This design comes from an exercise in tuning for small area on the open sky130 flow, not from production work. Function was checked by simulation only, so behaviour that the tests miss may differ from the original.

File: design/flow/config.mk
export PLATFORM = sky130hd
export DESIGN_NAME = CPU
export DESIGN_NICKNAME = CPU
export VERILOG_FILES = /design/flow/design.v
export SDC_FILE = /design/flow/constraint.sdc
export NUM_CORES = 4
export LEC_CHECK = 0
export CAP_MARGIN = 20
export CORE_MARGIN = 2
export CORE_UTILIZATION = 70
export GPL_TIMING_DRIVEN = 1
export PLACE_DENSITY = 0.8
export SLEW_MARGIN = 20
File: design/flow/constraint.sdc
create_clock -name core_clock -period 11.0 [get_ports {sCLK}]
set_input_delay 2.2000 -clock core_clock [delete_from_list [all_inputs] [get_ports {sCLK}]]
set_output_delay 2.2000 -clock core_clock [all_outputs]
set_load 0.01 [all_outputs]
File: design/flow/design.v
`timescale 1ns / 1ps
module CPU(
    input [7:0] Ins,
    input RESET,
    input sCLK,
    output [6:0] SEG1,
    output [6:0] SEG2,
    output [6:0] SEG3,
    output [6:0] SEG4,
    output [6:0] SEG5,
    output [7:0] ADD
    );
	wire [1:0] op = Ins[7:6];
	wire [1:0] rs = Ins[5:4];
	wire [1:0] rt = Ins[3:2];
	wire [1:0] rd = Ins[1:0];
	wire [7:0] imm = {{6{Ins[1]}}, Ins[1:0]};
	wire is_add   = (op == 2'b00);
	wire is_load  = (op == 2'b01);
	wire is_store = (op == 2'b10);
	wire is_jump  = (op == 2'b11);
	reg [7:0] pc;
	wire [7:0] off = is_jump ? {{6{Ins[1] & ~Ins[0]}}, Ins[1] ^ Ins[0], ~Ins[0]} : 8'd1;
	always @(posedge sCLK or posedge RESET)
		if (RESET) pc <= 8'd0;
		else pc <= pc + off;
	assign ADD = pc;
	reg [7:0] r [0:3];
	wire [7:0] A = r[rs];
	wire [7:0] B = r[rt];
	wire [7:0] sum = A + (is_add ? B : imm);
	wire [4:0] addr = sum[4:0];
	reg [7:0] m [0:31];
	reg [31:0] mv;
	wire [7:0] init = addr[4] ? (8'd0 - {4'd0, addr[3:0]}) : {4'd0, addr[3:0]};
	wire [7:0] mrd = mv[addr] ? m[addr] : init;
	always @(posedge sCLK)
		if (is_store) m[addr] <= B;
	integer i;
	always @(posedge sCLK or posedge RESET)
		if (RESET) mv <= 32'd0;
		else if (is_store) mv[addr] <= 1'b1;
	wire [7:0] W = is_load ? mrd : sum;
	wire [1:0] wr = is_load ? rt : rd;
	always @(posedge sCLK or posedge RESET)
		if (RESET) begin
			r[0] <= 8'd0; r[1] <= 8'd0; r[2] <= 8'd0; r[3] <= 8'd0;
		end else if (is_add | is_load)
			r[wr] <= W;
	function [6:0] hex7(input [3:0] h);
		case (h)
			4'h0: hex7 = 7'b0111111; 4'h1: hex7 = 7'b0000110;
			4'h2: hex7 = 7'b1011011; 4'h3: hex7 = 7'b1001111;
			4'h4: hex7 = 7'b1100110; 4'h5: hex7 = 7'b1101101;
			4'h6: hex7 = 7'b1111101; 4'h7: hex7 = 7'b0000111;
			4'h8: hex7 = 7'b1111111; 4'h9: hex7 = 7'b1101111;
			4'hA: hex7 = 7'b1110111; 4'hB: hex7 = 7'b1111100;
			4'hC: hex7 = 7'b0111001; 4'hD: hex7 = 7'b1011110;
			4'hE: hex7 = 7'b1111001; default: hex7 = 7'b1110001;
		endcase
	endfunction
	assign SEG1 = is_store ? 7'b1101101 : is_jump ? 7'b0001110 : hex7(W[7:4]);
	assign SEG2 = is_store ? 7'b1111000 : is_jump ? 7'b0111110 : hex7(W[3:0]);
	assign SEG3 = is_store ? 7'b0111111 : is_jump ? 7'b0110111 : 7'b0000000;
	assign SEG4 = is_store ? 7'b1110000 : is_jump ? 7'b0110111 : 7'b0000000;
	assign SEG5 = is_store ? 7'b1111001 : is_jump ? 7'b1110011 : 7'b0000000;
endmodule
File: design/flow/flow/run.sh
#!/bin/bash
# Own layout flow: the standard synthesis, then the logic between the
# flip-flops re-mapped for area (flow/resynth.tcl, flip-flops untouched), then
# the standard ORFS flow with smaller port and clock buffers.
# Each tool's output goes to a log file of its own in this folder.
set -euo pipefail
HERE=$(pwd)
R=$HERE/orfs/results/sky130hd/CPU/base
CTSBUF=${CTSBUF:-sky130_fd_sc_hd__clkbuf_4}
CTSCL=${CTSCL:--sink_clustering_max_diameter 50 -sink_clustering_size 10}
VARS=(
  "CTS_ARGS=-sink_clustering_enable -repair_clock_nets -dont_use_dummy_load -buf_list $CTSBUF $CTSCL"
  "PRE_RESIZE_TCL=$HERE/flow/pre_resize.tcl"
  "PRE_GLOBAL_PLACE_TCL=$HERE/flow/pre_gpl.tcl"
)
bash standard.sh "${VARS[@]}" synth > make_synth.log 2>&1
cp $R/1_2_yosys.v $HERE/standard_synth.v
printf 'set_driving_cell sky130_fd_sc_hd__buf_1\nset_load 5\n' > $HERE/abc.constr
LIB=$FLOW_HOME/platforms/sky130hd/lib/sky130_fd_sc_hd__tt_025C_1v80.lib \
IN=$HERE/standard_synth.v OUT=$R/1_2_yosys.v TOP=$FLOW_TOP \
ABC_SCRIPT=$HERE/flow/area.abc ABC_CONSTR=$HERE/abc.constr STAT=$HERE/resynth_stat.txt \
  yosys -c $HERE/flow/resynth.tcl > resynth.log 2>&1
rm -f $R/1_synth.odb $R/1_synth.sdc
bash standard.sh "${VARS[@]}" finish > make_finish.log 2>&1
File: design/flow/flow/area.abc
strash
dch
&get -n
&st
&dch
&nf -R 1000 -p
&put
mfs2 -a
strash
&get -n
&st
&dch
&nf -R 1000 -p
&put
topo
stime -c
File: design/flow/flow/pre_gpl.tcl
# Remove the buffers synthesis put on pass-through and port nets; buffer_ports
# then gives every port its own buffer, as in the standard flow.
remove_buffers
# Let the timing-driven placement's repairs use only the small buffers.
set_dont_use {sky130_fd_sc_hd__buf_4 sky130_fd_sc_hd__buf_6 sky130_fd_sc_hd__buf_8 sky130_fd_sc_hd__buf_12 sky130_fd_sc_hd__buf_16 sky130_fd_sc_hd__bufbuf_8 sky130_fd_sc_hd__bufbuf_16 sky130_fd_sc_hd__clkbuf_4 sky130_fd_sc_hd__clkbuf_8 sky130_fd_sc_hd__clkbuf_16}
File: design/flow/flow/pre_resize.tcl
# Shrink the port buffers that buffer_ports inserted to the smallest buffer.
foreach inst [get_cells -quiet {input* output*}] {
  set name [get_full_name $inst]
  set master [get_property $inst ref_name]
  if {[string match "sky130_fd_sc_hd__*buf*" $master] && $master ne "sky130_fd_sc_hd__buf_1"} {
    replace_cell $name sky130_fd_sc_hd__buf_1
  }
}
# Keep repair_design from reaching for the largest buffers.
set_dont_use {sky130_fd_sc_hd__buf_16 sky130_fd_sc_hd__buf_12 sky130_fd_sc_hd__bufbuf_16 sky130_fd_sc_hd__bufbuf_8 sky130_fd_sc_hd__bufinv_16 sky130_fd_sc_hd__bufinv_8}
File: design/flow/flow/resynth.tcl
# Re-map the combinational logic of the standard synthesis netlist for area.
# The flip-flops (and their instance names) are kept as they are: every
# sequential cell is a black box here, so only the logic between them changes.
yosys -import
set lib $::env(LIB)
read_liberty -ignore_miss_func $lib
read_verilog $::env(IN)
hierarchy -top $::env(TOP)
set f [open $lib r]; set txt [read $f]; close $f
foreach {- m} [regexp -all -inline {cell\s*\(\s*"?(sky130_fd_sc_hd__\w+)"?\s*\)} $txt] {
  if {[regexp {__(s?e?df|dl|sdl)} $m]} { blackbox $m }
}
flatten
opt_clean -purge
techmap
opt -fast
set dont_use {}
foreach c {sky130_fd_sc_hd__lpflow_bleeder_1 sky130_fd_sc_hd__lpflow_clkbufkapwr_1 sky130_fd_sc_hd__lpflow_clkbufkapwr_16 sky130_fd_sc_hd__lpflow_clkbufkapwr_2 sky130_fd_sc_hd__lpflow_clkbufkapwr_4 sky130_fd_sc_hd__lpflow_clkbufkapwr_8 sky130_fd_sc_hd__lpflow_clkinvkapwr_1 sky130_fd_sc_hd__lpflow_clkinvkapwr_16 sky130_fd_sc_hd__lpflow_clkinvkapwr_2 sky130_fd_sc_hd__lpflow_clkinvkapwr_4 sky130_fd_sc_hd__lpflow_clkinvkapwr_8 sky130_fd_sc_hd__lpflow_decapkapwr_12 sky130_fd_sc_hd__lpflow_decapkapwr_3 sky130_fd_sc_hd__lpflow_decapkapwr_4 sky130_fd_sc_hd__lpflow_decapkapwr_6 sky130_fd_sc_hd__lpflow_decapkapwr_8 sky130_fd_sc_hd__lpflow_inputiso0n_1 sky130_fd_sc_hd__lpflow_inputiso0p_1 sky130_fd_sc_hd__lpflow_inputiso1n_1 sky130_fd_sc_hd__lpflow_inputiso1p_1 sky130_fd_sc_hd__lpflow_inputisolatch_1 sky130_fd_sc_hd__lpflow_isobufsrc_1 sky130_fd_sc_hd__lpflow_isobufsrc_16 sky130_fd_sc_hd__lpflow_isobufsrc_2 sky130_fd_sc_hd__lpflow_isobufsrc_4 sky130_fd_sc_hd__lpflow_isobufsrc_8 sky130_fd_sc_hd__lpflow_isobufsrckapwr_16 sky130_fd_sc_hd__lpflow_lsbuf_lh_hl_isowell_tap_1 sky130_fd_sc_hd__lpflow_lsbuf_lh_hl_isowell_tap_2 sky130_fd_sc_hd__lpflow_lsbuf_lh_hl_isowell_tap_4 sky130_fd_sc_hd__lpflow_lsbuf_lh_isowell_4 sky130_fd_sc_hd__lpflow_lsbuf_lh_isowell_tap_1 sky130_fd_sc_hd__lpflow_lsbuf_lh_isowell_tap_2 sky130_fd_sc_hd__lpflow_lsbuf_lh_isowell_tap_4 sky130_fd_sc_hd__probe_p_8 sky130_fd_sc_hd__probec_p_8} { lappend dont_use -dont_use $c }
abc -liberty $lib {*}$dont_use -script $::env(ABC_SCRIPT) -constr $::env(ABC_CONSTR)
read_liberty -lib -overwrite $lib
opt_clean -purge
hilomap -singleton -hicell sky130_fd_sc_hd__conb_1 HI -locell sky130_fd_sc_hd__conb_1 LO
insbuf -buf sky130_fd_sc_hd__buf_1 A X
opt_clean -purge
check -assert
tee -o $::env(STAT) stat -liberty $lib
write_verilog -noattr -nohex -nodec $::env(OUT)
File: design/flow/standard.sh
#!/bin/bash
# synth_recipe.tcl (not shown) runs the flow's synth.tcl, then flattens the netlist and writes it again
# the make line also repeats each setting of config.mk as NAME=value (left out here)
make -C /OpenROAD-flow-scripts/flow DESIGN_CONFIG=/design/flow/config.mk WORK_HOME=/design/flow/orfs CLKGATE_MAP_FILE= SYNTH_SCRIPT=/design/flow/synth_recipe.tcl "${@:-finish}"
==> impl_results.md, run 1 <==
* Setup crit end: SEG2[5]
* Clock sink total at 328
* CP max-delay cell: xnor2_2
* Period utilisation layout at 94.6%
* Crit Path Category: in2out
* Antenna Violating Nets Remaining at 0
* Yosys warns at 2
* Critical R2R Launch: r[0][3]
* Met3 wire length at about 4.4 mm
* RSZ-0062 raised after global routing: false
* Crit path cell chain: buf_1 > and2_0 > a22oi_1 > a31oi_1 > nand2_1 > a21oi_1 > clkinv_1 > a21oi_1 > clkinv_1 > a21o_1 > xnor2_2 > nand2_1 > a21oi_1 > nor3_1 > a31oi_1 > o21ai_0 > mux2i_2 > a21oi_1 > nor2b_1 > a21oi_1 > or3_1 > buf_1
* Initial antenna violation count at 2
* Crit Reg-Reg Endpoint: m[24][7]
* Worst Slack Setup Final at 0.599 ns
* Top Metal Used: met4
* Critical path arrival at 8.20 ns
* Number of I/O port buffers at just under 50
* Post-route minimum period at 10.40 ns
* Stages on worst setup path at 22
* Total number of vias at 9767
* Deepest clock path buffer count at 3
* # H-tree levels at 2
* Fmax at 96.1 MHz
* Drt drc at 0
* Max-slew headroom at 25.9%
* Netlist Area Pre-Place at approximately 0.014 sq mm
* Most numerous cell on the critical path: a21oi_1
* Met2 WL post-DR at 17.2 mm
* Starting Density at 70.8%
* CTS tree: yes
* Max-slew violation count at 0
* Grt total ovfl at 0
* Crit Path Max Fanout at 11
* CP delay by family, top: compound AO/OA/AOI/OAI gates
* MaxCap Viol Count at 0
* Final Setup Violations at 0
* R2R Setup Slk at 5.13 ns
* Largest net degree at the start of global routing at 43
* Drt via density at ~7
* Dpl cell area at roughly 0.014 sq mm
* Die width at 144 microns
* Final Util at 75.7%
* Crit path launch: Ins[2]
* M1 WL at 14.0 mm
* CP Capture Type: primary output
* CTS root buf: clkbuf_4
* Initial DRC Count at 1620
* # rows at 51
* CP max stage delay at 0.61 ns
* All-Layer GR Usage at 37.0%
* DR WL/cell at 26.5 microns
* Hold depth at 1
* CTS Hold Bufs at 0
* Syn Area/Cell at approximately 13 sq um
* Final net count at 1140
* Die Ht at roughly 140 microns
* Dpl ws at 0.352 ns
* Worst-Skew Late Latency at roughly 0.7 ns
* Dpl hpwl at 24.4 mm
* Status: complete, no violations
* DR pass1 iterations at 9
* Final instance area at 0.0146 sq mm
* Die area at 0.0206 sq mm
* Clock Pin Slew Worst Setup and Hold Paths at 0.11 ns
* CP Launch Type: input port
* Core area at 0.0193 sq mm
* Vias in the first global route at 9240
* Worst hold path class: reg2reg
* Worst-margin pin slew at ~1.1 ns
* CP bufs+invs at 4
* CTS Buf Count at 39
* I/O pins at 53
* Final hold vios at 0
* Worst Reg-to-Reg Cells at 13
* Area growth syn-to-layout at 6.97%
* Layout cell share with drive strength beyond 1 at 6.83%
* TNS Setup at 0 ns
* Post-Syn Instances at 1032
* Critical path required time at roughly 8.8 ns
* Clock Skew at between 0.08 and 0.09 ns
* GP Congestion at about 1.1
* Routed WL at 37.0 mm
* First-pass GRT wire length at approximately 55 mm
-- worst min-delay path by stage --
stage          startpoint     end  slack [ns]
2_1_floorplan       mv[8]   mv[8]        0.43
4_1_cts             pc[7]   pc[7]        0.49
5_1_grt            mv[31]  mv[31]        0.51
3_3_place_gp       mv[23]  mv[23]        0.46
3_5_place_dp       mv[27]  mv[27]        0.46
6_report            pc[7]   pc[7]        0.48
-- flip-flops by register name (all words and copies together), names as in the netlist --
name / flops
r: 32
m: 256
pc: 8
mv: 32
-- final cells by class --
| cell class | count | area, sq um |
|---|---|---|
| Sequential cell | 328 | 9490 |
| Fill cell | 1322 | 4680 |
| Multi-Input combinational cell | 650 | 4040 |
| Timing Repair Buffer | 98 | 383 |
| Tap cell | 265 | 332 |
| Clock buffer | 39 | 293 |
| Inverter | 13 | 48.8 |
| Antenna cell | 1 | 2.50 |
-- layer usage --
metal	vias up	GRT usage, %
met4	0	15.3
met5	-	0
met2	729	56.3
met1	4785	53.3
met3	109	7.46
li1	4144	-
-- through the flow --
stage          hold slack, ns  instances
5_1_grt                 0.513       1394
2_1_floorplan           0.429       1034
3_3_place_gp            0.462       1353
3_5_place_dp            0.464       1353
6_report                0.484       1394
4_1_cts                 0.489       1392
-- repair_timing --
action,CTS,global route
gates resized for setup,0,5
setup endpoints to repair,0,13
buffers inserted,0,0
-- cell usage in the layout (no fill, tap or decap), types with 14 or more instances in the layout --
master    count
a21oi_1      74
a222oi_1     52
buf_1        86
clkbuf_4     39
dfrtp_1      72
edfxtp_1    256
mux2_1       14
nand2_1     142
nor2_1       73
nor2b_1      15
o21ai_0      49
o22ai_1      26
or2_0        28
==> inputs of run 2 (changes only) <==
--- a/design/flow/flow/run.sh
+++ b/design/flow/flow/run.sh
@@ -8,4 +8,4 @@
 R=$HERE/orfs/results/sky130hd/CPU/base
-CTSBUF=${CTSBUF:-sky130_fd_sc_hd__clkbuf_4}
-CTSCL=${CTSCL:--sink_clustering_max_diameter 50 -sink_clustering_size 10}
+CTSBUF=${CTSBUF:-sky130_fd_sc_hd__clkbuf_8}
+CTSCL=${CTSCL:--sink_clustering_max_diameter 80 -sink_clustering_size 15}
 VARS=(
@@ -20,3 +20,3 @@
 IN=$HERE/standard_synth.v OUT=$R/1_2_yosys.v TOP=$FLOW_TOP \
-ABC_SCRIPT=$HERE/flow/area.abc ABC_CONSTR=$HERE/abc.constr STAT=$HERE/resynth_stat.txt \
+ABC_SCRIPTS="$HERE/flow/area1.abc $HERE/flow/area2.abc $HERE/flow/area3.abc $HERE/flow/area4.abc" ABC_CONSTR=$HERE/abc.constr STAT=$HERE/resynth_stat.txt \
   yosys -c $HERE/flow/resynth.tcl > resynth.log 2>&1
==> design/flow/flow/area1.abc (new file) <==
strash
dch
&get -n
&st
&dch
&nf -R 1000 -p
&put
mfs2 -a
strash
&get -n
&st
&dch
&nf -R 1000 -p
&put
topo
stime -c
==> design/flow/flow/area2.abc (new file) <==
strash
dc2
dch
&get -n
&st
&dch
&nf -R 1000 -p
&put
mfs2 -a
strash
&get -n
&st
&dch
&nf -R 1000 -p
&put
topo
stime -c
==> design/flow/flow/area3.abc (new file) <==
strash
dch
&get -n
&st
&dch
&nf -R 1000 -p
&put
mfs2 -a
strash
&get -n
&st
&dch
&nf -R 1000 -p
&put
mfs2 -a
strash
&get -n
&st
&dch
&nf -R 1000 -p
&put
topo
stime -c
==> design/flow/flow/area4.abc (new file) <==
strash
&get -n
&st
&syn2
&dch
&nf -R 1000 -p
&put
mfs2 -a
strash
&get -n
&st
&dch
&nf -R 1000 -p
&put
topo
stime -c
--- a/design/flow/flow/resynth.tcl
+++ b/design/flow/flow/resynth.tcl
@@ -18,5 +18,22 @@
 foreach c {sky130_fd_sc_hd__lpflow_bleeder_1 sky130_fd_sc_hd__lpflow_clkbufkapwr_1 sky130_fd_sc_hd__lpflow_clkbufkapwr_16 sky130_fd_sc_hd__lpflow_clkbufkapwr_2 sky130_fd_sc_hd__lpflow_clkbufkapwr_4 sky130_fd_sc_hd__lpflow_clkbufkapwr_8 sky130_fd_sc_hd__lpflow_clkinvkapwr_1 sky130_fd_sc_hd__lpflow_clkinvkapwr_16 sky130_fd_sc_hd__lpflow_clkinvkapwr_2 sky130_fd_sc_hd__lpflow_clkinvkapwr_4 sky130_fd_sc_hd__lpflow_clkinvkapwr_8 sky130_fd_sc_hd__lpflow_decapkapwr_12 sky130_fd_sc_hd__lpflow_decapkapwr_3 sky130_fd_sc_hd__lpflow_decapkapwr_4 sky130_fd_sc_hd__lpflow_decapkapwr_6 sky130_fd_sc_hd__lpflow_decapkapwr_8 sky130_fd_sc_hd__lpflow_inputiso0n_1 sky130_fd_sc_hd__lpflow_inputiso0p_1 sky130_fd_sc_hd__lpflow_inputiso1n_1 sky130_fd_sc_hd__lpflow_inputiso1p_1 sky130_fd_sc_hd__lpflow_inputisolatch_1 sky130_fd_sc_hd__lpflow_isobufsrc_1 sky130_fd_sc_hd__lpflow_isobufsrc_16 sky130_fd_sc_hd__lpflow_isobufsrc_2 sky130_fd_sc_hd__lpflow_isobufsrc_4 sky130_fd_sc_hd__lpflow_isobufsrc_8 sky130_fd_sc_hd__lpflow_isobufsrckapwr_16 sky130_fd_sc_hd__lpflow_lsbuf_lh_hl_isowell_tap_1 sky130_fd_sc_hd__lpflow_lsbuf_lh_hl_isowell_tap_2 sky130_fd_sc_hd__lpflow_lsbuf_lh_hl_isowell_tap_4 sky130_fd_sc_hd__lpflow_lsbuf_lh_isowell_4 sky130_fd_sc_hd__lpflow_lsbuf_lh_isowell_tap_1 sky130_fd_sc_hd__lpflow_lsbuf_lh_isowell_tap_2 sky130_fd_sc_hd__lpflow_lsbuf_lh_isowell_tap_4 sky130_fd_sc_hd__probe_p_8 sky130_fd_sc_hd__probec_p_8} { lappend dont_use -dont_use $c }
-abc -liberty $lib {*}$dont_use -script $::env(ABC_SCRIPT) -constr $::env(ABC_CONSTR)
-read_liberty -lib -overwrite $lib
-opt_clean -purge
+# Map with each of the ABC scripts given and keep the smallest result.
+design -save unmapped
+set best_area -1
+set best_script ""
+foreach script $::env(ABC_SCRIPTS) {
+  design -load unmapped
+  abc -liberty $lib {*}$dont_use -script $script -constr $::env(ABC_CONSTR)
+  opt_clean -purge
+  read_liberty -lib -overwrite $lib
+  set st [tee -q -s result.string stat -liberty $lib]
+  regexp {Chip area for module '[^']*': ([0-9.]+)} $st -> area
+  puts "RESYNTH $script area $area"
+  if {$best_area < 0 || $area < $best_area} {
+    set best_area $area
+    set best_script $script
+    design -save best
+  }
+}
+puts "RESYNTH best $best_script area $best_area"
+design -load best
 hilomap -singleton -hicell sky130_fd_sc_hd__conb_1 HI -locell sky130_fd_sc_hd__conb_1 LO
removed: design/flow/flow/area.abc
==> impl_results.md, run 2 <==
* Status: complete, no violations
* Final net count at 1115 (-2.2%)
* Drt drc at 0 (unchanged)
* Worst-margin pin slew at 1.12 ns (+0.0105 ns)
* Die Ht at 143 microns (-0.41%)
* First-pass GRT wire length at 53.4 mm (-3.6%)
* Yosys warns at 2 (unchanged)
* Crit path launch: Ins[3]
* CP Launch Type: input port
* Max-slew violation count at 0 (unchanged)
* Biggest regs: m x256, mv x32, r x32
* Initial DRC Count at 1667 (+2.9%)
* Core area at 0.0188 sq mm (-2.3%)
* Period utilisation layout at 95.1% (+0.51 points)
* MaxCap Viol Count at 0 (unchanged)
* Area of the multi-input gates at 0.00397 sq mm (-1.8%)
* DR pass1 iterations at 7 (-2)
* Most frequent cells in the layout: edfxtp_1, nand2_1, buf_1
* Worst-Skew Late Latency at 0.58 ns (-0.12 ns)
* Syn Area/Cell at 13.5 sq um (+1.8%)
* Commonest non-fill, non-tap cell in the layout: edfxtp_1
* Critical R2R Launch: r[2][2]
* Worst Reg-to-Reg Cells at 17 (+4)
* Fill count at 1207 (-8.7%)
* TNS Setup at 0 ns (unchanged)
* Crit Reg-Reg Endpoint: r[0][6]
* R2R Setup Slk at 5.57 ns (+0.44 ns)
* CP max-delay cell: xnor2_2
* Largest net degree at the start of global routing at 43 (unchanged)
* Flip-flop and latch area at 0.00949 sq mm (unchanged)
* # rows at 50 (-2.0%)
* Dpl hpwl at 23.9 mm (-2.4%)
* Largest register FFs at 256 (unchanged)
* Antenna Violating Nets Remaining at 0 (unchanged)
* Hold depth at 1 (unchanged)
* Largest Register: m
* I/O pins at 53 (unchanged)
* CTS root buf: clkbuf_8
* Hold WS at 0.483 ns (-0.000843 ns)
* Placed cell count at 1336 (-1.3%)
* Layout Cells excl Fill at 1363 (-2.2%)
* Critical path required time at 8.80 ns (about the same)
* CP Capture Type: primary output
* # diodes at 0 (-1)
* Sink of the worst hold path: mv[29]
* Die width at 143 microns (-0.41%)
* Deepest clock path buffer count at 3 (unchanged)
* All-Layer GR Usage at 35.6% (-1.3 points)
* DR WL/cell at 26.1 microns (-1.8%)
* CTS Buf Count at 25 (-36%)
* Fmax at 95.6 MHz (-0.53%)
* Crit Path Category: in2out
* Worst hold path class: reg2reg
* Hold Path Origin: mv[29]
* Routed WL at 35.5 mm (-4.0%)
* Post-Syn Instances at 1005 (-2.6%)
* Critical path arrival at 8.26 ns (+0.06 ns)
* Total number of vias at 9616 (-1.5%)
* Final Setup Violations at 0 (unchanged)
* Grt total ovfl at 0 (unchanged)
* Layout cell share with drive strength beyond 1 at 5.44% (-1.4 points)
* RSZ-0062 raised after global routing: false
* Initial antenna violation count at 0 (-2)
* Post-CTS Setup Inserts at 0 (unchanged)
* Clock Pin Slew Worst Setup and Hold Paths at 0.08 ns (-0.03 ns)
* Starting Density at 71.8% (+1.0 points)
* Clock sink total at 328 (unchanged)
* Max-slew headroom at 24.8% (-1.1 points)
* Final hold vios at 0 (unchanged)
* Crit Path Max Fanout at 19 (+8)
* CP max stage delay at 0.88 ns (+0.27 ns)
* Crit path cell chain: buf_1 > nor2b_1 > a222oi_1 > nand2_1 > a21o_1 > nor2_1 > nand2b_1 > xnor2_2 > nand2_1 > a221oi_1 > o211ai_1 > o21ai_0 > a21oi_1 > a211o_1 > and2_0 > nand2b_1 > o221ai_1 > buf_1 > nor2_1 > a31oi_1 > o21ai_0 > o21ai_0 > buf_1
* # H-tree levels at 1 (-1)
* CTS tree: yes
* Clock Skew at 0.0389 ns (-0.0421 ns)
* Die area at 0.0205 sq mm (-0.82%)
* Post-route minimum period at 10.46 ns (+0.0556 ns)
* Vias in the first global route at 9125 (-1.2%)
* GP Congestion at 1.08 (+1.1%)
* Netlist Area Pre-Place at 0.0135 sq mm (-0.84%)
* Area growth syn-to-layout at 7.72%
* Number of I/O port buffers at 49 (unchanged)
* Drt via density at 7.06 (+0.69%)
run 2: area by class of cell:
type	count	share of cell area, %
multi-input combinational	641	27.3
clock buffer	25	2.36
inverter	11	0.283
timing repair buffer	98	2.73
sequential	328	65.1
tap	260	2.23
run 2: through the flow:
stage / cell area, sq um / util [%] / setup WS [ns]
floorplan: 13500 / - / 0.382
global placement: 14200 / 75.4 / 0.804
detailed placement: 14200 / 75.4 / 0.655
CTS: 14500 / 77.2 / 0.664
global route: 14600 / 77.4 / 0.105
finish: 14600 / 77.4 / 0.543
run 2: metal layers:
layer  share of wire [%]  track usage [%]  vias to the layer above
li1                    -                -                     4102
met1                  38             52.8                     4650
met2                  45             52.9                      729
met3                  13             8.22                      135
met4                 4.1             13.1                        0
met5                   0                0                        -
run 2: critical path: cells and delay by family:
kind,cells,cell delay (ns)
AOI/OAI and AO/OA,11,2.44
and+or+nand+nor,8,2.04
xor gates and xnor gates,1,0.88
buffers and inverters,3,0.69
run 2: worst max-delay path by stage:
stage / slack, ns / to
floorplan: 0.38 / SEG2[0]
global placement: 0.80 / SEG2[3]
detailed placement: 0.66 / SEG2[3]
CTS: 0.66 / SEG2[3]
global route: 0.10 / SEG1[0]
finish: 0.54 / SEG1[0]
run 2: timing repair:
item	4_1_cts	5_1_grt
hold buffers	0	0
gates resized for setup	0	1
endpoints found under the setup margin	0	2
==> inputs of run 3 (changes only) <==
--- a/design/flow/design.v
+++ b/design/flow/design.v
@@ -25,3 +25,3 @@
 		if (RESET) pc <= 8'd0;
-		else pc <= pc + off;
+		else pc <= pc + 8'd1 + (is_jump ? imm : 8'd0);
 	assign ADD = pc;
--- a/design/flow/flow/run.sh
+++ b/design/flow/flow/run.sh
@@ -20,3 +20,3 @@
 IN=$HERE/standard_synth.v OUT=$R/1_2_yosys.v TOP=$FLOW_TOP \
-ABC_SCRIPTS="$HERE/flow/area1.abc $HERE/flow/area2.abc $HERE/flow/area3.abc $HERE/flow/area4.abc" ABC_CONSTR=$HERE/abc.constr STAT=$HERE/resynth_stat.txt \
+ABC_SCRIPTS="$(ls $HERE/flow/area*.abc | tr "\n" " ")" ABC_CONSTR=$HERE/abc.constr STAT=$HERE/resynth_stat.txt \
   yosys -c $HERE/flow/resynth.tcl > resynth.log 2>&1
==> design/flow/flow/area5.abc (new file) <==
strash
dch
&get -n
&st
&dch
&nf -R 1000 -p
&st
&syn2
&dch
&nf -R 1000 -p
&put
topo
stime -c
==> design/flow/flow/area6.abc (new file) <==
strash
dch -f
&get -n
&st
&dch -f
&nf -R 1000 -p -F 6 -A 6
&put
mfs2 -a
strash
&get -n
&st
&dch -f
&nf -R 1000 -p -F 6 -A 6
&put
topo
stime -c
==> design/flow/flow/area7.abc (new file) <==
strash
dch
&get -n
&st
&dch
&nf -R 1000 -p -E 50
&put
mfs2 -a
strash
&get -n
&st
&dch
&nf -R 1000 -p -E 50
&put
topo
stime -c
==> impl_results.md, run 3 <==
* CP max-delay cell: or4_1
* Final net count at 1095 (-1.8%)
* RSZ-0062 raised after global routing: false
* # diodes at 0 (unchanged)
* Crit Path Category: in2out
* CTS root buf: clkbuf_8
* Number of I/O port buffers at 49 (unchanged)
* TNS Setup at 0 ns (unchanged)
* Starting Density at 71.3% (-0.51 points)
* Vias in the first global route at 8896 (-2.5%)
* Post-CTS sizing at 0 (unchanged)
* Dpl cell area at 0.0139 sq mm (-2.1%)
* Post-CTS Setup Inserts at 0 (unchanged)
* Antenna Violating Nets Remaining at 0 (unchanged)
* Drt via density at 7.05 (about the same)
* Area growth syn-to-layout at 7.12%
* Layout cell share with drive strength beyond 1 at 6.00% (+0.56 points)
* CTS Hold Bufs at 0 (unchanged)
* CP Launch Type: input port
* Total number of vias at 9286 (-3.4%)
* Routed WL at 34.7 mm (-2.3%)
* Drt drc at 0 (unchanged)
* Period utilisation layout at 94.7% (-0.35 points)
* Hold Path Origin: mv[17]
* Critical path required time at 8.80 ns (about the same)
* Yosys warns at 2 (unchanged)
* MaxCap Viol Count at 0 (unchanged)
* Largest register FFs at 256 (unchanged)
* CTS tree: yes
* CP Capture Type: primary output
* CTS Buf Count at 25 (unchanged)
* Final hold vios at 0 (unchanged)
* Most frequent cells in the layout: edfxtp_1, o22ai_1, nor2_1
* Grt total ovfl at 0 (unchanged)
* Post-route minimum period at 10.42 ns (-0.0383 ns)
* Sink of the worst hold path: mv[17]
* Post-Syn Instances at 992 (-1.3%)
* Worst-margin pin slew at 1.03 ns (-0.0907 ns)
* R2R Setup Slk at 5.39 ns (-0.18 ns)
* I/O pins at 53 (unchanged)
* Initial DRC Count at 1264 (-24%)
* # H-tree levels at 1 (unchanged)
* Crit path cell chain: buf_1 > or2_0 > o22ai_1 > nor2_2 > mux2_1 > nand2_1 > a21oi_1 > maj3_1 > a22oi_1 > xnor2_1 > xnor2_1 > nor2_1 > nand2_1 > nor3_1 > or4_1 > and2_0 > nand4_1 > o21ai_0 > a21oi_1 > nor2b_1 > nand2b_1 > a21oi_1 > o31ai_1 > buf_1
* Final Setup Violations at 0 (unchanged)
* Largest Register: m
* Max-slew violation count at 0 (unchanged)
* Die Ht at 142 microns (-0.83%)
* Status: complete, no violations
* Critical path arrival at 8.22 ns (-0.04 ns)
* Syn Area/Cell at 13.4 sq um (-0.41%)
* Die width at 142 microns (-0.83%)
* Worst-Skew Late Latency at 0.58 ns (about the same)
* Initial antenna violation count at 0 (unchanged)
* Dpl hpwl at 23.2 mm (-2.7%)
* Deepest clock path buffer count at 3 (unchanged)
* Most numerous cell on the critical path: a21oi_1
* Hold depth at 1 (unchanged)
* Biggest regs: m x256, mv x32, r x32
* Critical R2R Launch: r[3][0]
* Core area at 0.0186 sq mm (-1.0%)
* DR WL/cell at 26.3 microns (+1.1%)
* Fmax at 96.0 MHz (+0.37%)
* CP max stage delay at 0.64 ns (-0.24 ns)
* Netlist Area Pre-Place at 0.0133 sq mm (-1.7%)
* Worst Reg-to-Reg Cells at 18 (+1)
* Crit Reg-Reg Endpoint: r[2][3]
* Fill count at 1176 (-2.6%)
* Die area at 0.0201 sq mm (-1.7%)
* Commonest non-fill, non-tap cell in the layout: edfxtp_1
* Clock sink total at 328 (unchanged)
* First-pass GRT wire length at 52.1 mm (-2.5%)
* Max-slew headroom at 31.0% (+6.2 points)
* Final instance area at 0.0142 sq mm (-2.2%)
* Clock Skew at 0.0428 ns (+0.00389 ns)
* Clock Pin Slew Worst Setup and Hold Paths at 0.11 ns (+0.03 ns)
* All-Layer GR Usage at 35.1% (-0.50 points)
* Worst hold path class: reg2reg
* Largest net degree at the start of global routing at 38 (-12%)
* DR pass1 iterations at 6 (-1)
* GP Congestion at 1.05 (-2.9%)
* Crit Path Max Fanout at 11 (-8)
* # rows at 50 (unchanged)
## run 3: cell count changes in the layout (fill, tap and decap cells not counted), moves of 7 or more
cell	previous run	this run
nor3_1	7	38
nor2_2	0	9
nand2_1	133	72
a21oi_1	62	34
xor2_1	5	12
mux2_1	13	2
a222oi_1	48	6
nor2_1	81	97
buf_1	84	74
a22oi_1	16	7
o22ai_1	24	136
## run 3: layout make-up
class	instances	area, sq um	area share, %
flip-flops and latches	328	9490	66.6
multi-input cells	632	3730	26.2
repair buffers	91	363	2.55
clock buffers	25	344	2.42
well taps	234	293	2.06
inverters	7	27.5	0.193
## run 3: stage by stage
stage,utilization (%),hold slack (ns),setup WS [ns],instances
final,76.4,0.468,0.581,1317
after detailed placement,74.5,0.446,0.706,1292
after global placement,74.5,0.440,0.844,1292
after floorplan,-,0.428,0.705,994
after global routing,76.4,0.487,0.113,1317
after CTS,76.4,0.470,0.693,1317
## run 3: worst max-delay path by stage
stage                          to  slack, ns  depth (start not counted)    from
after floorplan           SEG2[0]       0.70                         19  Ins[3]
after global placement    SEG1[2]       0.84                         22  Ins[2]
after detailed placement  SEG2[1]       0.71                         24  Ins[2]
after CTS                 SEG2[1]       0.69                         24  Ins[2]
after global routing      SEG2[1]       0.11                         24  Ins[2]
final                     SEG2[1]       0.58                         24  Ins[2]
## run 3: per-layer routing
layer  vias to the layer above  track usage [%]  part of all wire [%]
met5                         -                0                     0
met4                         0             12.8                   4.1
met3                       112             7.22                    12
li1                       4036                -                     -
met1                      4508             52.0                    39
met2                       630             53.2                    45
## run 3: worst max-delay path: cells and delay by family
kind	cells	cell delay, ns
fa+ha+maj	1	0.44
buf+inv	2	0.25
compound gates	7	1.65
simple gates	11	2.60
xor+xnor	2	0.71
mux	1	0.36
==> inputs of run 4 (changes only) <==
--- a/design/flow/flow/run.sh
+++ b/design/flow/flow/run.sh
@@ -8,4 +8,4 @@
 R=$HERE/orfs/results/sky130hd/CPU/base
-CTSBUF=${CTSBUF:-sky130_fd_sc_hd__clkbuf_8}
-CTSCL=${CTSCL:--sink_clustering_max_diameter 80 -sink_clustering_size 15}
+CTSBUF=${CTSBUF:-sky130_fd_sc_hd__clkbuf_4}
+CTSCL=${CTSCL:--sink_clustering_max_diameter 50 -sink_clustering_size 10}
 VARS=(
==> impl_results.md, run 4 <==
* Drt drc at 0 (unchanged)
* DR pass1 iterations at 7 (+1)
* Final Setup Violations at 0 (unchanged)
* # rows at 50 (unchanged)
* Worst Reg-to-Reg Cells at 18 (unchanged)
* Clock Skew at 0.0534 ns (+0.0106 ns)
* Die area at 0.0201 sq mm (unchanged)
* Max-slew headroom at 35.1% (+4.1 points)
* Netlist Area Pre-Place at 0.0133 sq mm (unchanged)
* Post-CTS sizing at 0 (unchanged)
* Hold depth at 1 (unchanged)
* Worst-margin pin slew at 0.973 ns (-0.0582 ns)
* I/O pins at 53 (unchanged)
* Post-route minimum period at 10.45 ns (+0.0280 ns)
* Starting Density at 71.3% (unchanged)
* Period utilisation layout at 95.0% (+0.25 points)
* CTS Hold Bufs at 0 (unchanged)
* Biggest regs: m x256, mv x32, r x32
* Most frequent cells in the layout: edfxtp_1, o22ai_1, nor2_1
* Dpl ws at 0.706 ns (unchanged)
* All-Layer GR Usage at 35.5% (+0.34 points)
* CP Launch Type: input port
* Hold Path Origin: mv[17]
* CTS root buf: clkbuf_4
* Clock sink total at 328 (unchanged)
* MaxCap Viol Count at 0 (unchanged)
* RSZ-0062 raised after global routing: false
* Die width at 142 microns (unchanged)
* Sink of the worst hold path: mv[17]
* Critical path required time at 8.80 ns (about the same)
* Dpl hpwl at 23.2 mm (unchanged)
* Initial DRC Count at 1336 (+5.7%)
* Clock Pin Slew Worst Setup and Hold Paths at 0.08 ns (-0.03 ns)
* Routed WL at 34.9 mm (+0.62%)
* Largest Register: m
* Drt via density at 7.04 (-0.13%)
* R2R Setup Slk at 5.39 ns (about the same)
* Dpl cell area at 0.0139 sq mm (unchanged)
* Area growth syn-to-layout at 6.81%
* TNS Setup at 0 ns (unchanged)
* Commonest non-fill, non-tap cell in the layout: edfxtp_1
* Core area at 0.0186 sq mm (unchanged)
* Initial antenna violation count at 1 (+1)
* Critical R2R Launch: r[3][0]
* # H-tree levels at 2 (+1)
* Critical path arrival at 8.25 ns (+0.03 ns)
* Worst-Skew Late Latency at 0.67 ns (+0.09 ns)
* Die Ht at 142 microns (unchanged)
* Worst hold path class: reg2reg
* Final net count at 1110 (+1.4%)
* DR WL/cell at 26.2 microns (-0.59%)
* Crit Reg-Reg Endpoint: r[2][3]
* Fmax at 95.7 MHz (-0.27%)
* Status: complete, no violations
* Deepest clock path buffer count at 3 (unchanged)
* Worst Slack Setup Final at 0.553 ns (-0.0280 ns)
* Largest net degree at the start of global routing at 38 (unchanged)
* Syn Area/Cell at 13.4 sq um (unchanged)
* CTS tree: yes
* Max-slew violation count at 0 (unchanged)
* Final hold vios at 0 (unchanged)
* Vias in the first global route at 9024 (+1.4%)
* CTS Buf Count at 39 (+56%)
* Number of I/O port buffers at 49 (unchanged)
* GP Congestion at 1.05 (unchanged)
* Total number of vias at 9387 (+1.1%)
* Crit Path Category: in2out
* Final Util at 76.2% (-0.22 points)
* Grt total ovfl at 0 (unchanged)
* First-pass GRT wire length at 52.3 mm (+0.49%)
* CP Capture Type: primary output
* Final instance area at 0.0142 sq mm (-0.29%)
* Layout cell share with drive strength beyond 1 at 7.29% (+1.3 points)
* Post-CTS Setup Inserts at 0 (unchanged)
* Yosys warns at 2 (unchanged)
* Post-Syn Instances at 992 (unchanged)
* Largest register FFs at 256 (unchanged)
* Crit Path Max Fanout at 11 (unchanged)
* Antenna Violating Nets Remaining at 0 (unchanged)
## run 4: area by class of cell
| class | count | area (sq um) |
|---|---|---|
| diodes | 1 | 2.50 |
| clock buffers | 39 | 293 |
| fillers | 1211 | 4440 |
| inverters | 7 | 27.5 |
| multi-input cells | 632 | 3730 |
| flip-flops and latches | 328 | 9490 |
| well taps | 234 | 293 |
| repair buffers | 92 | 370 |
## run 4: worst max-delay path by stage
stage / slack [ns] / endpoint / start
2_1_floorplan: 0.70 / SEG2[0] / Ins[3]
6_report: 0.55 / SEG2[1] / Ins[2]
5_1_grt: 0.14 / SEG2[1] / Ins[2]
3_5_place_dp: 0.71 / SEG2[1] / Ins[2]
3_3_place_gp: 0.84 / SEG1[2] / Ins[2]
4_1_cts: 0.70 / SEG2[1] / Ins[2]
## run 4: worst max-delay path, cell delays in order
cell	delay [ns]
buf_1	0.11
or2_0	0.43
o22ai_1	0.24
nor2_2	0.05
mux2_1	0.36
nand2_1	0.16
a21oi_1	0.16
maj3_1	0.44
a22oi_1	0.26
xnor2_1	0.16
xnor2_1	0.54
nor2_1	0.13
nand2_1	0.31
nor3_1	0.07
or4_1	0.64
and2_0	0.31
nand4_1	0.11
o21ai_0	0.09
a21oi_1	0.68
nor2b_1	0.29
nand2b_1	0.10
a21oi_1	0.16
o31ai_1	0.09
buf_1	0.15
## run 4: through the flow
step           std cells  hold WS, ns
2_1_floorplan        994        0.428
3_3_place_gp        1292        0.440
3_5_place_dp        1292        0.446
4_1_cts             1331        0.463
5_1_grt             1333        0.482
6_report            1333        0.461
## run 4: metal layers
metal | vias to the layer above | share of wire, % | GRT usage, %
met3 | 110 | 13 | 8.30
met5 | - | 0 | 0
met2 | 703 | 45 | 53.0
li1 | 4076 | - | -
met4 | 0 | 4.2 | 14.3
met1 | 4498 | 37 | 51.7
==> inputs of run 5 (changes only) <==
--- a/design/flow/flow/run.sh
+++ b/design/flow/flow/run.sh
@@ -18,6 +18,21 @@
 printf 'set_driving_cell sky130_fd_sc_hd__buf_1\nset_load 5\n' > $HERE/abc.constr
-LIB=$FLOW_HOME/platforms/sky130hd/lib/sky130_fd_sc_hd__tt_025C_1v80.lib \
-IN=$HERE/standard_synth.v OUT=$R/1_2_yosys.v TOP=$FLOW_TOP \
-ABC_SCRIPTS="$(ls $HERE/flow/area*.abc | tr "\n" " ")" ABC_CONSTR=$HERE/abc.constr STAT=$HERE/resynth_stat.txt \
-  yosys -c $HERE/flow/resynth.tcl > resynth.log 2>&1
+# Re-map in rounds: each round maps the previous round's netlist with every
+# script in flow/area*.abc and keeps the smallest; stop when a round gains nothing.
+SCRIPTS="$(ls $HERE/flow/area*.abc | tr '\n' ' ')"
+LIB=$FLOW_HOME/platforms/sky130hd/lib/sky130_fd_sc_hd__tt_025C_1v80.lib
+prev=$HERE/standard_synth.v
+prev_area=1e12
+for round in 1 2 3 4; do
+  LIB=$LIB IN=$prev OUT=$HERE/resynth_$round.v TOP=$FLOW_TOP \
+  ABC_SCRIPTS="$SCRIPTS" ABC_CONSTR=$HERE/abc.constr STAT=$HERE/resynth_stat_$round.txt \
+    yosys -c $HERE/flow/resynth.tcl > resynth_$round.log 2>&1
+  area=$(sed -n "s/.*Chip area for module '[^']*': *\([0-9.]*\).*/\1/p" $HERE/resynth_stat_$round.txt | tail -1)
+  echo "round $round area $area (previous $prev_area)" >> resynth_rounds.log
+  if awk -v a="$area" -v b="$prev_area" 'BEGIN{exit !(a < b - 1)}'; then
+    prev=$HERE/resynth_$round.v; prev_area=$area
+  else
+    break
+  fi
+done
+cp $prev $R/1_2_yosys.v
 rm -f $R/1_synth.odb $R/1_synth.sdc
==> design/flow/flow/area8.abc (new file) <==
strash
&get -n
&st
&syn3
&dch
&nf -R 1000 -p
&put
mfs2 -a
strash
&get -n
&st
&dch
&nf -R 1000 -p
&put
topo
stime -c
==> design/flow/flow/area9.abc (new file) <==
strash
&get -n
&st
&synch2
&dch
&nf -R 1000 -p
&put
mfs2 -a
strash
&get -n
&st
&dch
&nf -R 1000 -p
&put
topo
stime -c
--- a/design/flow/config.mk
+++ b/design/flow/config.mk
@@ -9,5 +9,5 @@
 export CORE_MARGIN = 2
-export CORE_UTILIZATION = 70
+export CORE_UTILIZATION = 75
 export GPL_TIMING_DRIVEN = 1
-export PLACE_DENSITY = 0.8
+export PLACE_DENSITY = 0.85
 export SLEW_MARGIN = 20
==> impl_results.md, run 5 <==
* Status: complete, no violations
* CTS Buf Count at 39 (unchanged)
* Largest net degree at the start of global routing at 34 (-11%)
* Layout cell share with drive strength beyond 1 at 7.01% (-0.27 points)
* Deepest clock path buffer count at 3 (unchanged)
* Worst hold path class: reg2reg
* Clock Skew at 0.0647 ns (+0.0113 ns)
* Final net count at 1124 (+1.3%)
* GP Congestion at 0.996 (-5.3%)
* All-Layer GR Usage at 40.0% (+4.5 points)
* Most frequent cells in the layout: edfxtp_1, o22ai_1, nor2_1
* Final instance area at 0.0142 sq mm (-0.17%)
* Core area at 0.0173 sq mm (-7.2%)
* Netlist Area Pre-Place at 0.0132 sq mm (-0.45%)
* CP Capture Type: primary output
* # rows at 48 (-4.0%)
* Die area at 0.0187 sq mm (-6.9%)
* Syn Area/Cell at 13.3 sq um (-0.85%)
* Clock Pin Slew Worst Setup and Hold Paths at 0.11 ns (+0.03 ns)
* Crit path cell chain: buf_1 > or2_0 > buf_1 > o22ai_1 > nor2_2 > nand2_1 > nand2_1 > xor2_1 > xor2_2 > nand3_1 > nor3_1 > nor4_1 > buf_1 > nor4_1 > a2bb2oi_1 > nand2_1 > and2_0 > o21ai_0 > a21oi_1 > o31ai_1 > buf_1
* CTS tree: yes
* # H-tree levels at 2 (unchanged)
* DR WL/cell at 26.9 microns (+2.7%)
* Yosys warns at 2 (unchanged)
* Biggest regs: m x256, mv x32, r x32
* Max-slew violation count at 0 (unchanged)
* Period utilisation layout at 95.6% (+0.64 points)
* Antenna Violating Nets Remaining at 0 (unchanged)
* Post-Syn Instances at 996 (+0.40%)
* Final Setup Violations at 0 (unchanged)
* DR pass1 iterations at 11 (+4)
* Fmax at 95.1 MHz (-0.67%)
* Max-slew headroom at 26.9% (-8.2 points)
* Dpl cell area at 0.0139 sq mm (-0.27%)
* Area growth syn-to-layout at 7.12%
* CP Launch Type: input port
* CTS root buf: clkbuf_4
* I/O pins at 53 (unchanged)
* First-pass GRT wire length at 54.3 mm (+3.7%)
* Most numerous cell on the critical path: buf_1
* Grt total ovfl at 0 (unchanged)
* Critical path required time at 8.80 ns (about the same)
* Initial DRC Count at 1575 (+18%)
* Die width at 137 microns (-3.5%)
* RSZ-0062 raised after global routing: false
* R2R Setup Slk at 5.31 ns (-0.08 ns)
* TNS Setup at 0 ns (unchanged)
* Initial antenna violation count at 2 (+1)
* Crit Path Category: in2out
* Clock sink total at 328 (unchanged)
* Fill count at 950 (-22%)
* Hold WS at 0.485 ns (+0.0239 ns)
* MaxCap Viol Count at 0 (unchanged)
* Worst-Skew Late Latency at 0.67 ns (about the same)
* Largest Register: m
* CP max-delay cell: nor2_2
* Drt via density at 7.32 (+4.0%)
* Largest register FFs at 256 (unchanged)
* Vias in the first global route at 9295 (+3.0%)
* Number of I/O port buffers at 49 (unchanged)
* Post-route minimum period at 10.52 ns (+0.0709 ns)
* CP max stage delay at 0.66 ns (-0.02 ns)
* Die Ht at 137 microns (-3.5%)
* Commonest non-fill, non-tap cell in the layout: edfxtp_1
* Post-CTS Setup Inserts at 0 (unchanged)
* Final hold vios at 0 (unchanged)
* Drt drc at 0 (unchanged)
* Starting Density at 76.5% (+5.2 points)
* Routed WL at 36.0 mm (+3.1%)
* Total number of vias at 9799 (+4.4%)
* Critical path arrival at 8.32 ns (+0.07 ns)
* Dpl hpwl at 24.3 mm (+4.7%)
* Crit Path Max Fanout at 14 (+3)
* Worst-margin pin slew at 1.09 ns (+0.119 ns)
[run 5: path summary, 6_finish.rpt]
check                      cells past startpoint       to    start
max                                           21  SEG1[1]   Ins[2]
min                                            1    pc[7]    pc[7]
max reg2reg                                   20  r[2][5]  r[2][1]
min reg2reg                                    1    pc[7]    pc[7]
max in group asynchronous                      4  r[0][2]    RESET
min in group asynchronous                      2   mv[24]    RESET
[run 5: area by class of cell]
class / count / area, sq um / share of cell area (%)
multi-input cells: 635 / 3680 / 26.0
flip-flops and latches: 328 / 9490 / 66.9
clock buffers: 39 / 293 / 2.07
well taps: 225 / 282 / 1.99
diodes: 1 / 2.50 / 0.0177
repair buffers: 102 / 399 / 2.82
inverters: 8 / 31.3 / 0.221
[run 5: repair_timing]
item | CTS | global route
hold buffers | 0 | 0
resized for setup | 0 | 3
endpoints found under the setup margin | 0 | 14
endpoints found under the hold margin | 0 | 0
[run 5: stage by stage]
stage | setup WS (ns) | util [%] | std cells
2_1_floorplan | 0.0810 | - | 998
3_3_place_gp | 0.396 | 80.1 | 1298
3_5_place_dp | 0.138 | 80.1 | 1298
4_1_cts | 0.123 | 81.8 | 1337
5_1_grt | 0.144 | 82.0 | 1338
6_report | 0.482 | 82.0 | 1338
[run 5: critical path, delay by kind of cell]
family / cells / cell delay (ns)
AOI/OAI and AO/OA: 5 / 0.85
xor gates and xnor gates: 2 / 0.99
buffers and inverters: 4 / 0.83
and+or+nand+nor: 10 / 3.43
[run 5: metal layers]
layer / global-route usage, % / share of wire [%]
met5: 0 / 0
met2: 58.0 / 45
met4: 19.4 / 5.6
met1: 57.1 / 36
met3: 11.0 / 14
==> inputs of run 6 (changes only) <==
--- a/design/flow/config.mk
+++ b/design/flow/config.mk
@@ -9,5 +9,5 @@
 export CORE_MARGIN = 2
-export CORE_UTILIZATION = 75
+export CORE_UTILIZATION = 65
 export GPL_TIMING_DRIVEN = 1
-export PLACE_DENSITY = 0.85
+export PLACE_DENSITY = 0.75
 export SLEW_MARGIN = 20
==> impl_results.md, run 6 <==
* Worst hold path class: reg2reg
* Max-slew headroom at 27.0% (+0.095 points)
* Layout Cells excl Fill at 1381 (+3.2%)
* Initial DRC Count at 1080 (-31%)
* Post-CTS sizing at 0 (unchanged)
* CP Capture Type: primary output
* TNS Setup at 0 ns (unchanged)
* Crit Path Category: in2out
* Met1 Use GR at 49.0% (-8.1 points)
* Total number of vias at 9305 (-5.0%)
* Vias in the first global route at 8805 (-5.3%)
* Post-CTS Setup Inserts at 0 (unchanged)
* First-pass GRT wire length at 52.2 mm (-3.8%)
* Hold Path Origin: pc[7]
* Clock Pin Slew Worst Setup and Hold Paths at 0.10 ns (about the same)
* Biggest regs: m x256, mv x32, r x32
* MaxCap Viol Count at 0 (unchanged)
* Drt via density at 6.74 (-8.0%)
* Largest Register: m
* Netlist Area Pre-Place at 0.0132 sq mm (unchanged)
* Hold depth at 1 (unchanged)
* Area growth syn-to-layout at 7.35%
* All-Layer GR Usage at 32.3% (-7.6 points)
* Worst-Skew Late Latency at 0.66 ns (about the same)
* Post-route minimum period at 10.58 ns (+0.0598 ns)
* Drt drc at 0 (unchanged)
* Worst-margin pin slew at 1.09 ns (+0.00261 ns)
* Starting Density at 65.8% (-11 points)
* # rows at 52 (+8.3%)
* Core area at 0.0201 sq mm (+16%)
* Period utilisation layout at 96.2% (+0.54 points)
* Die width at 147 microns (+7.2%)
* I/O pins at 53 (unchanged)
* Commonest non-fill, non-tap cell in the layout: edfxtp_1
* Hold WS at 0.478 ns (-0.00682 ns)
* Final net count at 1122 (-0.18%)
* Post-Syn Instances at 996 (unchanged)
* Worst Reg-to-Reg Cells at 20 (unchanged)
* CTS Hold Bufs at 0 (unchanged)
* GR Layer Usage met3 at 7.05% (-4.0 points)
* Max-slew violation count at 0 (unchanged)
* Gr busiest metal: met1
* Placed cell count at 1341 (+3.3%)
* Yosys warns at 2 (unchanged)
* Most frequent cells in the layout: edfxtp_1, o22ai_1, nor2_1
* CTS Buf Count at 39 (unchanged)
* Dpl hpwl at 22.5 mm (-7.4%)
* Critical R2R Launch: r[1][0]
* # H-tree levels at 2 (unchanged)
* Die area at 0.0215 sq mm (+15%)
* Grt total ovfl at 0 (unchanged)
* Deepest clock path buffer count at 3 (unchanged)
* DR WL/cell at 24.7 microns (-8.0%)
* Initial antenna violation count at 1 (-1)
* CP Launch Type: input port
* Critical path required time at 8.80 ns (about the same)
* Number of I/O port buffers at 49 (unchanged)
* Largest register FFs at 256 (unchanged)
* Routed WL at 34.2 mm (-5.1%)
* Final Setup Violations at 0 (unchanged)
* Status: complete, no violations
* Critical path arrival at 8.38 ns (+0.06 ns)
* Antenna Violating Nets Remaining at 0 (unchanged)
* Met2 Track Usage GR at 47.3% (-11 points)
* Fmax at 94.5 MHz (-0.57%)
* Sink of the worst hold path: pc[7]
* GP Congestion at 1.01 (+1.4%)
* RSZ-0062 raised after global routing: false
* Clock Skew at 0.0460 ns (-0.0187 ns)
* DR pass1 iterations at 8 (-3)
* CTS root buf: clkbuf_4
* Largest net degree at the start of global routing at 46 (+35%)
* Clock sink total at 328 (unchanged)
* Crit Reg-Reg Endpoint: r[2][5]
* Final hold vios at 0 (unchanged)
* Layout cell share with drive strength beyond 1 at 6.49% (-0.53 points)
* R2R Setup Slk at 5.26 ns (-0.05 ns)
* Syn Area/Cell at 13.3 sq um (unchanged)
* Die Ht at 147 microns (+7.2%)
* Crit Path Max Fanout at 14 (unchanged)
* CTS tree: yes
[run 6: critical path, stage by stage]
cell and delay, ns:
buf_1 0.13, nand2b_1 0.34, o22ai_1 0.14, nor2_2 0.57, a21oi_1 0.22, xnor2_1 0.40, mux2i_1 0.17, xnor2_1 0.61
nand3_1 0.54, nor3_1 0.51, or3_1 0.21, nor4_1 0.08, buf_1 0.20, nor4_1 0.50, a2bb2oi_1 0.22, nand2_1 0.30
and2_0 0.33, o21ai_0 0.17, a21oi_1 0.06, o31ai_1 0.28, buf_1 0.18
[run 6: area by class of cell]
type / instances / area [sq um]
inverter: 8 / 31.3
timing repair buffer: 100 / 390
clock buffer: 39 / 293
fill: 1392 / 5900
sequential: 328 / 9490
antenna: 1 / 2.50
tap: 270 / 338
multi-input combinational: 635 / 3660
[run 6: metrics by stage]
| step | worst slack (ns) | cell area, sq um | utilization, % |
|---|---|---|---|
| 4_1_cts | 0.577 | 14200 | 70.6 |
| 6_report | 0.423 | 14200 | 70.7 |
| 5_1_grt | 0.00908 | 14200 | 70.7 |
| 3_3_place_gp | 0.644 | 13900 | 69.2 |
| 2_1_floorplan | 0.0810 | 13200 | - |
| 3_5_place_dp | 0.613 | 13900 | 69.2 |
[run 6: layer usage]
metal / wire [microns] / up-vias
met2: 15200 / 585
met1: 13700 / 4509
met3: 3980 / 94
li1: - / 4117
met4: 1300 / 0
met5: 0 / -
[run 6: worst max path at each step]
stage                         end    from  slack (ns)
after floorplan           SEG1[1]  Ins[3]        0.08
after global placement    SEG1[1]  Ins[5]        0.64
after detailed placement  SEG1[5]  Ins[5]        0.61
after CTS                 SEG1[1]  Ins[5]        0.58
after global routing      SEG1[5]  Ins[3]       0.009
final                     SEG1[1]  Ins[3]        0.42
==> inputs of run 7 (changes only) <==
--- a/design/flow/config.mk
+++ b/design/flow/config.mk
@@ -9,5 +9,5 @@
 export CORE_MARGIN = 2
-export CORE_UTILIZATION = 65
+export CORE_UTILIZATION = 70
 export GPL_TIMING_DRIVEN = 1
-export PLACE_DENSITY = 0.75
+export PLACE_DENSITY = 0.8
 export SLEW_MARGIN = 20
==> impl_results.md, run 7 <==
* Status: complete, no violations
* CTS tree: yes
* CP bufs+invs at 5 (+2)
* Dpl cell area at 0.0139 sq mm (-0.40%)
* Commonest non-fill, non-tap cell in the layout: edfxtp_1
* CTS root buf: clkbuf_4
* Final Setup Violations at 0 (unchanged)
* Core area at 0.0186 sq mm (-7.3%)
* Critical path arrival at 8.12 ns (-0.26 ns)
* # rows at 50 (-3.8%)
* MaxCap Viol Count at 0 (unchanged)
* Initial antenna violation count at 1 (unchanged)
* CP Launch Type: input port
* Crit path cell chain: buf_1 > or2_0 > o22ai_1 > nor2_2 > mux2_1 > nand2_1 > o21ai_0 > buf_1 > maj3_1 > mux2i_1 > xnor2_1 > buf_1 > nand3_1 > nor3_1 > nor4_2 > buf_1 > nor4_1 > a2bb2oi_1 > nand2_1 > and2_0 > o21ai_0 > a21oi_1 > o31ai_1 > buf_1
* Period utilisation layout at 93.8% (-2.3 points)
* Fmax at 96.9 MHz (+2.5%)
* First-pass GRT wire length at 51.7 mm (-0.97%)
* Syn Area/Cell at 13.3 sq um (unchanged)
* Die width at 142 microns (-3.5%)
* Crit Path Category: in2out
* Yosys warns at 2 (unchanged)
* GP Congestion at 1.02 (+1.5%)
* Largest net degree at the start of global routing at 38 (-17%)
* Worst-margin pin slew at 1.16 ns (+0.0612 ns)
* Critical path required time at 8.80 ns (about the same)
* # H-tree levels at 2 (unchanged)
* RSZ-0062 raised after global routing: false
* Max-slew violation count at 0 (unchanged)
* Drt via density at 6.99 (+3.8%)
* CP max stage delay at 0.47 ns (-0.14 ns)
* DR pass1 iterations at 9 (+1)
* Most frequent cells in the layout: edfxtp_1, o22ai_1, nor2_1
* Final instance area at 0.0142 sq mm (-0.35%)
* Worst-Skew Late Latency at 0.69 ns (+0.03 ns)
* Layout cell share with drive strength beyond 1 at 6.97% (+0.48 points)
* Die Ht at 142 microns (-3.5%)
* Stages on worst setup path at 24 (+14%)
* CP delay by family, top: simple AND/OR/NAND/NOR gates
* Routed WL at 34.3 mm (+0.35%)
* Max-slew headroom at 23.0% (-4.1 points)
* Number of I/O port buffers at 49 (unchanged)
* Clock Pin Slew Worst Setup and Hold Paths at 0.10 ns (about the same)
* CP max-delay cell: nor4_1
* I/O pins at 53 (unchanged)
* Deepest clock path buffer count at 3 (unchanged)
* Crit Path Max Fanout at 13 (-1)
* Largest register FFs at 256 (unchanged)
* Drt drc at 0 (unchanged)
* Largest Register: m
* Most numerous cell on the critical path: buf_1
* Starting Density at 71.0% (+5.2 points)
* Worst hold path class: reg2reg
* Initial DRC Count at 1326 (+23%)
* CTS Buf Count at 39 (unchanged)
* Post-CTS Setup Inserts at 0 (unchanged)
* Antenna Violating Nets Remaining at 0 (unchanged)
* Vias in the first global route at 8762 (-0.49%)
* Clock Skew at 0.124 ns (+0.0783 ns)
* CP Capture Type: primary output
* Biggest regs: m x256, mv x32, r x32
* TNS Setup at 0 ns (unchanged)
* Die area at 0.0200 sq mm (-7.0%)
* Final hold vios at 0 (unchanged)
* Post-Syn Instances at 996 (unchanged)
* Dpl hpwl at 22.7 mm (+0.87%)
* Post-route minimum period at 10.32 ns (-0.254 ns)
* DR WL/cell at 25.6 microns (+3.4%)
* Post-CTS sizing at 0 (unchanged)
* All-Layer GR Usage at 34.8% (+2.5 points)
* Grt total ovfl at 0 (unchanged)
* CTS Hold Bufs at 0 (unchanged)
* Clock sink total at 328 (unchanged)
* Worst Reg-to-Reg Cells at 19 (-5.0%)
* Final Util at 75.9% (+5.3 points)
* Final net count at 1117 (-0.45%)
* Area growth syn-to-layout at 6.97%
* Hold depth at 1 (unchanged)
* Netlist Area Pre-Place at 0.0132 sq mm (unchanged)
* Total number of vias at 9373 (+0.73%)
-- run 7: layer usage --
metal	share of wire, %	track usage (%)	up-vias
li1	-	-	4113
met1	38	51.2	4471
met2	46	52.7	677
met3	12	6.45	112
met4	4.2	14.4	0
met5	0	0	-
-- run 7: area by class of cell --
class | count | area (sq um)
Fill cell | 1221 | 4490
Multi-Input combinational cell | 635 | 3680
Clock buffer | 39 | 293
Timing Repair Buffer | 95 | 373
Sequential cell | 328 | 9490
Inverter | 8 | 31.3
Antenna cell | 1 | 2.50
Tap cell | 234 | 293
-- run 7: metrics by stage --
stage,hold slack (ns),setup WS (ns),cells
floorplan,0.438,0.0810,998
detailed placement,0.461,0.464,1300
global placement,0.455,0.711,1300
finish,0.485,0.677,1340
CTS,0.487,0.380,1339
global route,0.511,0.174,1340
-- run 7: final timing paths --
path,startpoint,to,slack [ns]
worst min-delay path,mv[28],mv[28],0.48
worst max register to register,r[1][0],r[0][5],5.46
min in group asynchronous,RESET,pc[5],1.56
worst min register to register,mv[28],mv[28],0.48
max in group asynchronous,RESET,r[0][5],8.03
worst max-delay path,Ins[2],SEG1[1],0.68

afterwards: timing with drivers on the ports:
In the flow no input, the clock included, has a driving cell. The finished layouts below were timed again as built, in two steps.
Step 1, drivers: a clkbuf_16 drives sCLK and a buf_2 each remaining input, both assumed.
Step 2 also shifts input and output timing later by t, the mid clock arrival at the registers, as if the neighbouring blocks saw the same clock.
Slacks: ideal / step 1 / step 2; pairs: ideal / step 1.
run | t (ns) | setup slack, ns | worst setup path at the end | slew at the worst register clock pin (ns)
run 1 | 0.699 | 0.599 / 0.574 / 0.574 | input to output | 0.11 / 0.11
run 2 | 0.609 | 0.543 / 0.504 / 0.504 | input to output | 0.10 / 0.10
run 3 | 0.606 | 0.581 / 0.562 / 0.562 | input to output | 0.11 / 0.11
run 4 | 0.683 | 0.553 / 0.534 / 0.534 | input to output | 0.11 / 0.11
run 5 | 0.678 | 0.482 / 0.454 / 0.454 | input to output | 0.11 / 0.11
run 6 | 0.682 | 0.423 / 0.400 / 0.400 | input to output | 0.11 / 0.11
run 7 | 0.665 | 0.677 / 0.653 / 0.653 | input to output | 0.12 / 0.12
After both steps setup and hold are still met in every run listed. For run 2, which loses most, drivers alone change the setup slack by -0.039 ns; drivers and shift together by -0.039 ns.
